Background: an optimization exercise with open tools, aiming at small area, a short achievable clock period and few clock cycles per item. Do not read the settings as production practice.
In this exercise RTL edits were held to simulation tests only and were not proved equivalent to the original.
No activity file was given, so power comes from the tool's default toggle rates.

Setup of the previous run:
## li_ram
module li_ram #(
    parameter ADDR_WIDTH=8,
    parameter DATA_WIDTH=16
)
(
    input clk,
    input rst,
    input logic [ADDR_WIDTH-1:0] rd_req_addr_in,
    input logic                      rd_req_valid_in,
    output logic                     rd_req_ready_out,
    output logic [DATA_WIDTH-1:0] rd_resp_data_out,
    output logic                      rd_resp_valid_out,
    input logic                       rd_resp_ready_in,
    input logic [ADDR_WIDTH-1:0]  wr_addr_in,
    input logic [DATA_WIDTH-1:0]  wr_data_in,
    input logic                       wr_valid_in,
    output logic                      wr_ready_out
);
==> module sc_ram, before the edit <==
module sc_ram #(
    parameter ADDR_WIDTH=8, 
    parameter DATA_WIDTH=16
)
(
    input logic clk,
    input logic rst,
    input logic wea,
    output logic wready,
    input logic [ADDR_WIDTH-1:0] addra,
    input logic [DATA_WIDTH-1:0] dia,
    input logic [ADDR_WIDTH-1:0] addrb,
    output logic [DATA_WIDTH-1:0] dob
);
localparam LW = 4;                     
localparam HW = ADDR_WIDTH - LW;       
localparam NP = 2**LW;                 
localparam NR = 2**HW;                 
logic [DATA_WIDTH-1:0] ring [NR-1:0][NP-1:0];
logic [LW-1:0] phase;
logic [LW-1:0] tag [NP-1:0];
logic                  wb_valid;
logic [ADDR_WIDTH-1:0] wb_addr;
logic [LW-1:0]         wb_place;       
logic [DATA_WIDTH-1:0] wb_data;
logic                  wb_commit;      
assign wb_commit = wb_valid && (wb_place == NP-1);
always_ff @(posedge clk or posedge rst) begin
    if (rst) begin
        phase <= '0;
        for (int p = 0; p < NP; p++)
            tag[p] <= p[LW-1:0];
        wb_valid <= 1'b0;
        wready <= 1'b1;
    end else begin
        phase <= phase + 1'b1;
        for (int p = 1; p < NP; p++)
            tag[p] <= tag[p-1];
        tag[0] <= tag[NP-1];
        if (wea && wready) begin
            wb_valid <= 1'b1;
            wready <= 1'b0;
        end else if (wb_commit) begin
            wb_valid <= 1'b0;
            wready <= 1'b1;
        end
    end
end
always_ff @(posedge clk) begin
    if (wea && wready) begin
        wb_addr  <= addra;
        wb_place <= addra[LW-1:0] + phase + 1'b1;
        wb_data  <= dia;
    end else begin
        wb_place <= wb_place + 1'b1;
    end
end
always_ff @(posedge clk) begin
    for (int r = 0; r < NR; r++) begin
        for (int p = 1; p < NP; p++)
            ring[r][p] <= ring[r][p-1];
        ring[r][0] <= (wb_commit && wb_addr[ADDR_WIDTH-1:LW] == r[HW-1:0]) ? wb_data : ring[r][NP-1];
    end
end
logic [NP-1:0] rd_place;
logic          rd_fwd;
always_comb begin
    for (int p = 0; p < NP; p++)
        rd_place[p] = addrb[LW-1:0] == tag[p];
end
assign rd_fwd = wb_valid && (wb_addr == addrb);
logic [DATA_WIDTH-1:0] by_place [NP-1:0];
logic [DATA_WIDTH-1:0] rd_word;
logic [DATA_WIDTH-1:0] t1 [NP-1:0][7:0];
logic [DATA_WIDTH-1:0] t2 [NP-1:0][3:0];
logic [DATA_WIDTH-1:0] t3 [NP-1:0][1:0];
logic [HW-1:0] hi;
assign hi = addrb[ADDR_WIDTH-1:LW];
always_comb begin
    for (int p = 0; p < NP; p++) begin
        for (int k = 0; k < 8; k++) t1[p][k] = hi[0] ? ring[2*k+1][p] : ring[2*k][p];
        for (int k = 0; k < 4; k++) t2[p][k] = hi[1] ? t1[p][2*k+1] : t1[p][2*k];
        for (int k = 0; k < 2; k++) t3[p][k] = hi[2] ? t2[p][2*k+1] : t2[p][2*k];
        by_place[p] = hi[3] ? t3[p][1] : t3[p][0];
    end
end
genvar gb, gp;
generate
    for (gb = 0; gb < DATA_WIDTH; gb++) begin : g_out
        logic [NP-1:0] col;
        for (gp = 0; gp < NP; gp++) begin : g_place
            assign col[gp] = by_place[gp][gb];
        end
        sel_or16 u_sel (.sel(rd_place), .d(col), .y(rd_word[gb]));
    end
endgenerate
assign dob = rd_fwd ? wb_data : rd_word;
endmodule  
==> module li_ram, before the edit <==
module li_ram #(
    parameter ADDR_WIDTH=8,
    parameter DATA_WIDTH=16
)
(
    input clk,
    input rst,
    input logic [ADDR_WIDTH-1:0] rd_req_addr_in,
    input logic                      rd_req_valid_in,
    output logic                     rd_req_ready_out,
    output logic [DATA_WIDTH-1:0] rd_resp_data_out,
    output logic                      rd_resp_valid_out,
    input logic                       rd_resp_ready_in,
    input logic [ADDR_WIDTH-1:0]  wr_addr_in,
    input logic [DATA_WIDTH-1:0]  wr_data_in,
    input logic                       wr_valid_in,
    output logic                      wr_ready_out
);
logic [DATA_WIDTH-1:0] rd_data;   
logic rd_acc;
assign rd_acc = rd_req_valid_in && rd_req_ready_out;
sc_ram #(
    .ADDR_WIDTH(ADDR_WIDTH),
    .DATA_WIDTH(DATA_WIDTH)
) li_ram_storage (
    .clk(clk),
    .rst(rst),
    .wea(wr_valid_in),
    .wready(wr_ready_out),
    .addra(wr_addr_in),
    .dia(wr_data_in),
    .addrb(rd_req_addr_in),
    .dob(rd_data)
);
logic [DATA_WIDTH-1:0] skid_data;
logic                  skid_valid;
logic                  out_free;
assign out_free = !rd_resp_valid_out || rd_resp_ready_in;
always_ff @(posedge clk or posedge rst) begin
    if (rst) begin
        rd_resp_valid_out <= 1'b0;
        skid_valid <= 1'b0;
        rd_req_ready_out <= 1'b1;
    end else begin
        if (out_free) begin
            rd_resp_valid_out <= skid_valid || rd_acc;
            skid_valid <= 1'b0;
            rd_req_ready_out <= 1'b1;
        end else if (rd_acc) begin
            skid_valid <= 1'b1;
            rd_req_ready_out <= 1'b0;
        end
    end
end
always_ff @(posedge clk) begin
    if (out_free)
        rd_resp_data_out <= skid_valid ? skid_data : rd_data;
    if (!out_free && !skid_valid)
        skid_data <= rd_data;
end
endmodule  
clock: 3.7 ns
lec_check: 0
cap_margin: 20
core_margin: 2
core_utilization: 30
cts_cluster_diameter: 80
cts_cluster_size: 30
setup_slack_margin: 1.5
slew_margin: 20
synth_hierarchical: 1
synth_minimum_keep_size: 0
run.sh (not shown) runs the stock make flow with config.mk's settings and CLKGATE_MAP_FILE= SYNTH_SCRIPT=/design/flow/synth_recipe.tcl, a recipe that flattens the netlist after the stock synthesis.
Testbench counts of the previous run, summed over its fixed seeds: cycles 24,008, reads 20,000.
Changes in the current run relative to the previous run:
diff --git a/flow/design.v b/flow/design.v
--- a/flow/design.v
+++ b/flow/design.v
@@ -9,9 +9,11 @@
     output logic wready,
     input logic [ADDR_WIDTH-1:0] addra,
     input logic [DATA_WIDTH-1:0] dia,
     input logic [ADDR_WIDTH-1:0] addrb,
-    output logic [DATA_WIDTH-1:0] dob
+    output logic [DATA_WIDTH-1:0] dob_ring,    
+    output logic                  dob_fwd,     
+    output logic [DATA_WIDTH-1:0] dob_buf      
 );
 localparam LW = 4;                     
 localparam HW = ADDR_WIDTH - LW;       
 localparam NP = 2**LW;                 
@@ -93,9 +95,11 @@
         end
         sel_or16 u_sel (.sel(rd_place), .d(col), .y(rd_word[gb]));
     end
 endgenerate
-assign dob = rd_fwd ? wb_data : rd_word;
+assign dob_ring = rd_word;
+assign dob_fwd = rd_fwd;
+assign dob_buf = wb_data;
 endmodule  
 module sel_or16 (
     input  logic [15:0] sel,
     input  logic [15:0] d,
@@ -120,9 +124,11 @@
     input logic [DATA_WIDTH-1:0]  wr_data_in,
     input logic                       wr_valid_in,
     output logic                      wr_ready_out
 );
-logic [DATA_WIDTH-1:0] rd_data;   
+logic [DATA_WIDTH-1:0] rd_ring;   
+logic                  rd_fwd;    
+logic [DATA_WIDTH-1:0] rd_buf;    
 logic rd_acc;
 assign rd_acc = rd_req_valid_in && rd_req_ready_out;
 sc_ram #(
     .ADDR_WIDTH(ADDR_WIDTH),
@@ -134,9 +140,11 @@
     .wready(wr_ready_out),
     .addra(wr_addr_in),
     .dia(wr_data_in),
     .addrb(rd_req_addr_in),
-    .dob(rd_data)
+    .dob_ring(rd_ring),
+    .dob_fwd(rd_fwd),
+    .dob_buf(rd_buf)
 );
 logic [DATA_WIDTH-1:0] skid_data;
 logic                  skid_valid;
 logic                  out_free;
@@ -156,11 +164,17 @@
             rd_req_ready_out <= 1'b0;
         end
     end
 end
+logic [DATA_WIDTH-1:0] alt_data;
+logic                  use_alt;
+logic [DATA_WIDTH-1:0] new_data;
+assign alt_data = skid_valid ? skid_data : rd_buf;
+assign use_alt  = skid_valid || rd_fwd;
+assign new_data = use_alt ? alt_data : rd_ring;
 always_ff @(posedge clk) begin
     if (out_free)
-        rd_resp_data_out <= skid_valid ? skid_data : rd_data;
+        rd_resp_data_out <= new_data;
     if (!out_free && !skid_valid)
-        skid_data <= rd_data;
+        skid_data <= new_data;
 end
 endmodule  
Notes after the runs:
- Re filler cell count in the final layout: the current run and the previous run aren't equal, and the lower value belongs to the current run.
- Relative area change from synthesis to final layout: the current run higher than the previous run
- Changes observed in the current run relative to the previous run: layout net count rose by about 1.1%; share of total power in combinational logic rose by 0.8 points.
- Note that the violation count after the first detailed-route iteration recorded for the current run amounts to 1.2 times the value seen in the previous run.
- The previous run has lower worst reg2reg path depth than the current run.
Testbench counts of the current run, summed over its fixed seeds: cycles 24,008, reads 20,000.

[separate check: timing with driven ports]
The results above use ideal ports. As a check the final layouts listed here were re-extracted and re-timed, cells and wires unchanged. Step 1: set_driving_cell puts a clkbuf_16 on clk and a buf_2 on each other input, an assumption about the parent block. Step 2 times the ports against the registers' clock, not the clock port: input delays grow and output delays shrink by t, the midpoint of the rising clock arrivals with the driver on. Three values: no drivers, after step 1, after step 2; two values: the first two.
| run | t, ns | setup slack, ns | hold slack, ns | latest minus earliest clock arrival (ns) |
|---|---|---|---|---|
| the previous run | 0.989 | 0.823 / 0.644 / -0.346 | 0.105 / 0.029 / 0.316 | 0.055 / 0.055 |
| the current run | 0.970 | 1.006 / 0.740 / -0.229 | 0.100 / 0.024 / 0.328 | 0.047 / 0.047 |
Met with ideal ports but missed after step 2: setup timing in the previous run and the current run. The setup slack of the current run, which loses most, moves by -0.266 ns with the drivers and by -1.235 ns with both steps.
